Background: an optimization exercise with open tools, aiming at small area, a short achievable clock period and few clock cycles. Do not read the settings as production practice. In this exercise RTL edits were held to simulation tests only and were not proved equivalent to the original.

## run 1
Design DivSqrtRecF64, start of the top module:
module DivSqrtRecF64(
  input         clock,
                reset,
  output        io_inReady_div,
                io_inReady_sqrt,
  input         io_inValid,
                io_sqrtOp,
  input  [64:0] io_a,
                io_b,
  input  [2:0]  io_roundingMode,
  output        io_outValid_div,
                io_outValid_sqrt,
  output [64:0] io_out,
  output [4:0]  io_exceptionFlags
);
  reg         busy;
  reg         ready;       
  reg  [4:0]  cnt;
  reg         sqrtOp;
  reg  [2:0]  rm;
  reg         sign;
  reg         isNaN, isInf, isZero, majorExc;
  reg  [12:0] sExp;
  reg  [11:0] expB;
  reg  [51:0] fractB;
  reg  [56:0] ws, wc;
  reg  [54:0] q, qm;
  reg         ovDiv, ovSqrt;
  reg  [64:0] out;
  reg  [4:0]  flags;
  reg         rExtra, rAny;
  reg         shr, shl;    
  reg  [5:0]  tcnt;
  reg         c0, c1;      
  reg  [4:0]  xpt, xnt;    
  wire rawA_isZero = io_a[63:61] == 3'h0;
  wire rawA_isNaN  = (&io_a[63:62]) & io_a[61];
  wire rawA_isInf  = (&io_a[63:62]) & ~io_a[61];
  wire rawB_isZero = io_b[63:61] == 3'h0;
  wire rawB_isNaN  = (&io_b[63:62]) & io_b[61];
  wire rawB_isInf  = (&io_b[63:62]) & ~io_b[61];
  wire nvDiv  = rawA_isZero & rawB_isZero | rawA_isInf & rawB_isInf;
  wire nvSqrt = ~rawB_isNaN & ~rawB_isZero & io_b[64];
  wire majorExc_S = io_sqrtOp
  ...
clock: 11.0 ns
lec_check: 0
abc_area: 1
cap_margin: 20
core_margin: 2
core_utilization: 50
setup_slack_margin: 0.3
slew_margin: 20
tns_end_percent: 5
standard.sh (not shown) runs the stock make flow with config.mk's settings and CLKGATE_MAP_FILE= SYNTH_SCRIPT=/design/flow/synth_recipe.tcl, a recipe that flattens the netlist after the stock synthesis.
==> flow/flow/run.sh <==
#!/bin/bash
# The standard layout (standard.sh), with two changes to how it is made:
#  - adders are left to ABC as plain gates instead of being mapped to the
#    library's full/half adder cells (ADDER_MAP_FILE empty);
#  - the timing repair steps aim for extra setup slack (SETUP_SLACK_MARGIN).
# The clock, the constraints and the rest of the flow are the design's.
# make's output goes to layout.log; ORFS keeps each step's log under orfs/logs.
set -euo pipefail
bash standard.sh ADDER_MAP_FILE= SETUP_SLACK_MARGIN=7.7 "BUFFER_PORTS_ARGS=-buffer_cell sky130_fd_sc_hd__buf_2" finish > layout.log 2>&1
Testbench counts of run 1, summed over its fixed seeds: cycles 717,792.
## Diff of input files: run 2 against run 1
--- a/flow/config.mk
+++ b/flow/config.mk
@@ -13,2 +13,2 @@
 export SLEW_MARGIN = 20
-export TNS_END_PERCENT = 5
+export TNS_END_PERCENT = 25
### Flow results
The final reports for run 2 and run 1 show global-route wire length before repair higher in the former.
Per the comparison of run 2 with run 1, non-clock buffer count grew by 47; clock network contribution to total cell area grew by 0.21 points.
On post-placement setup slack, the higher figure sits with run 1, not run 2.
Input changes introduced in run 3 (baseline for comparison: run 2):
--- a/flow/flow/run.sh
+++ b/flow/flow/run.sh
@@ -8,2 +8,2 @@
 set -euo pipefail
-bash standard.sh ADDER_MAP_FILE= SETUP_SLACK_MARGIN=7.7 "BUFFER_PORTS_ARGS=-buffer_cell sky130_fd_sc_hd__buf_2" finish > layout.log 2>&1
+bash standard.sh ADDER_MAP_FILE= SETUP_SLACK_MARGIN=7.8 finish > layout.log 2>&1
--- a/flow/config.mk
+++ b/flow/config.mk
@@ -13,2 +13 @@
 export SLEW_MARGIN = 20
-export TNS_END_PERCENT = 25
[summary]
When the final numbers for run 3 and run 2 were put side by side, the share of the final layout cell area in multi-input gates turned out to be greater in run 2.
Summary of run 3 over run 2: period utilization lost 0.62 points, wire length after detailed routing picked up an extra 1.4%, count of clock-buffer cells in the layout lost 2.
What run 4 does differently from run 3 at the input level:
--- a/flow/flow/run.sh
+++ b/flow/flow/run.sh
@@ -8,2 +8,2 @@
 set -euo pipefail
-bash standard.sh ADDER_MAP_FILE= SETUP_SLACK_MARGIN=7.8 finish > layout.log 2>&1
+bash standard.sh ADDER_MAP_FILE= SETUP_SLACK_MARGIN=7.7 finish > layout.log 2>&1
Findings:
Run comparison: run 3 category of the critical setup timing path reg2out; run 4 category of the critical setup timing path in2reg
As of run 4, wire length after detailed routing had fallen by a few percent compared to run 3.
Re antenna diode instance count: run 4 and run 3 aren't equal, and the lower value belongs to run 4.
Against run 3, run 4 reports a final area that is lower.
From run 3 to run 4 the numbers moved as follows: final setup slack of the worst path went down by 0.0093 ns, mean number of vias per cell went down by 0.058, number of buffers created by CTS went down by about 2%.
On detailed-routing iteration count for the pre-antenna-repair pass, the higher figure sits with run 3, not run 4.
The final-stage net count reported for run 4 is smaller than that of run 3 by 0.90%.
Per the comparison of run 4 with run 3, total negative slack closely matched the old numbers, count of cells resized by post-cts repair fell by 130.

---

rev 12:
Starting RTL as in the previous note.
==> flow/config.mk <==
export PLATFORM = sky130hd
export DESIGN_NAME = DivSqrtRecF64
export DESIGN_NICKNAME = DivSqrtRecF64
export VERILOG_FILES = /design/flow/design.v
export SDC_FILE = /design/flow/constraint.sdc
export NUM_CORES = 8
export LEC_CHECK = 0
export ABC_AREA = 1
export CAP_MARGIN = 20
export CORE_MARGIN = 2
export CORE_UTILIZATION = 50
export SETUP_SLACK_MARGIN = 0.3
export SLEW_MARGIN = 20
==> flow/constraint.sdc <==
create_clock -name core_clock -period 11.0 [get_ports {clock}]
set_input_delay 2.2000 -clock core_clock [delete_from_list [all_inputs] [get_ports {clock}]]
set_output_delay 2.2000 -clock core_clock [all_outputs]
set_load 0.01 [all_outputs]
==> flow/flow/run.sh <==
#!/bin/bash
# The standard layout (standard.sh), with two changes to how it is made:
#  - adders are left to ABC as plain gates instead of being mapped to the
#    library's full/half adder cells (ADDER_MAP_FILE empty);
#  - the timing repair steps aim for extra setup slack (SETUP_SLACK_MARGIN).
# The clock, the constraints and the rest of the flow are the design's.
# make's output goes to layout.log; ORFS keeps each step's log under orfs/logs.
set -euo pipefail
bash standard.sh ADDER_MAP_FILE= SETUP_SLACK_MARGIN=7.7 "BUFFER_PORTS_ARGS=-buffer_cell sky130_fd_sc_hd__buf_2" finish > layout.log 2>&1
Testbench counts of rev 12, summed over its fixed seeds: cycles 717,792.
diff inputs: rev 12 => rev 13
--- a/flow/flow/run.sh
+++ b/flow/flow/run.sh
@@ -9 +9 @@
-bash standard.sh ADDER_MAP_FILE= SETUP_SLACK_MARGIN=7.7 "BUFFER_PORTS_ARGS=-buffer_cell sky130_fd_sc_hd__buf_2" finish > layout.log 2>&1
+bash standard.sh ADDER_MAP_FILE= SETUP_SLACK_MARGIN=7.6 finish > layout.log 2>&1
==> comparison <==
- Each of the runs, namely rev 12 and rev 13, reached the end of the flow and came out clean.
- Comparing rev 12 and rev 13, the higher clock tree cell share of total cell area was measured on rev 12.
- Diff rev 12 and rev 13: slew of the pin with the lowest slew margin higher in rev 13
- Via total after detailed routing: rev 13 vs rev 12 down about 0.9%

[static timing again, ports no longer ideal]
No port has a modelled driver above. Below, the same layouts with a new extraction and two added sets of constraints.
Step 1 (the two cells are an assumption about what drives the block):
set clk [get_ports {clock}]
set_driving_cell -lib_cell sky130_fd_sc_hd__clkbuf_16 $clk
set_driving_cell -lib_cell sky130_fd_sc_hd__buf_2 [delete_from_list [all_inputs] $clk]
Step 2 adds t to the input delays and takes it off the output delays; t is the mean of the earliest and latest rising clock arrival at the registers after step 1. Input paths then give back, and output paths get back, about the clock's delay inside the block.
Three values: ideal ports, drivers, drivers and shift; two values: the first two.
run | t (ns) | setup slack, ns | worst data-port slew with drivers (ns) | cell pins on the clock port's net
run 1 | 0.695 | 7.556 / 7.556 / 6.992 | 0.14 | 1
run 2 | 0.700 | 7.642 / 7.637 / 6.996 | 0.12 | 1
run 3 | 0.704 | 7.710 / 7.638 / 7.182 | 0.07 | 1
run 4 | 0.709 | 7.700 / 7.639 / 7.039 | 0.08 | 1
rev 12 | 0.699 | 7.716 / 7.644 / 7.105 | 0.12 | 1
rev 13 | 0.692 | 7.527 / 7.527 / 6.920 | 0.08 | 1
After both steps setup and hold are still met in every run listed. For run 4, which loses most, drivers alone change the setup slack by -0.061 ns; drivers and shift together by -0.661 ns.
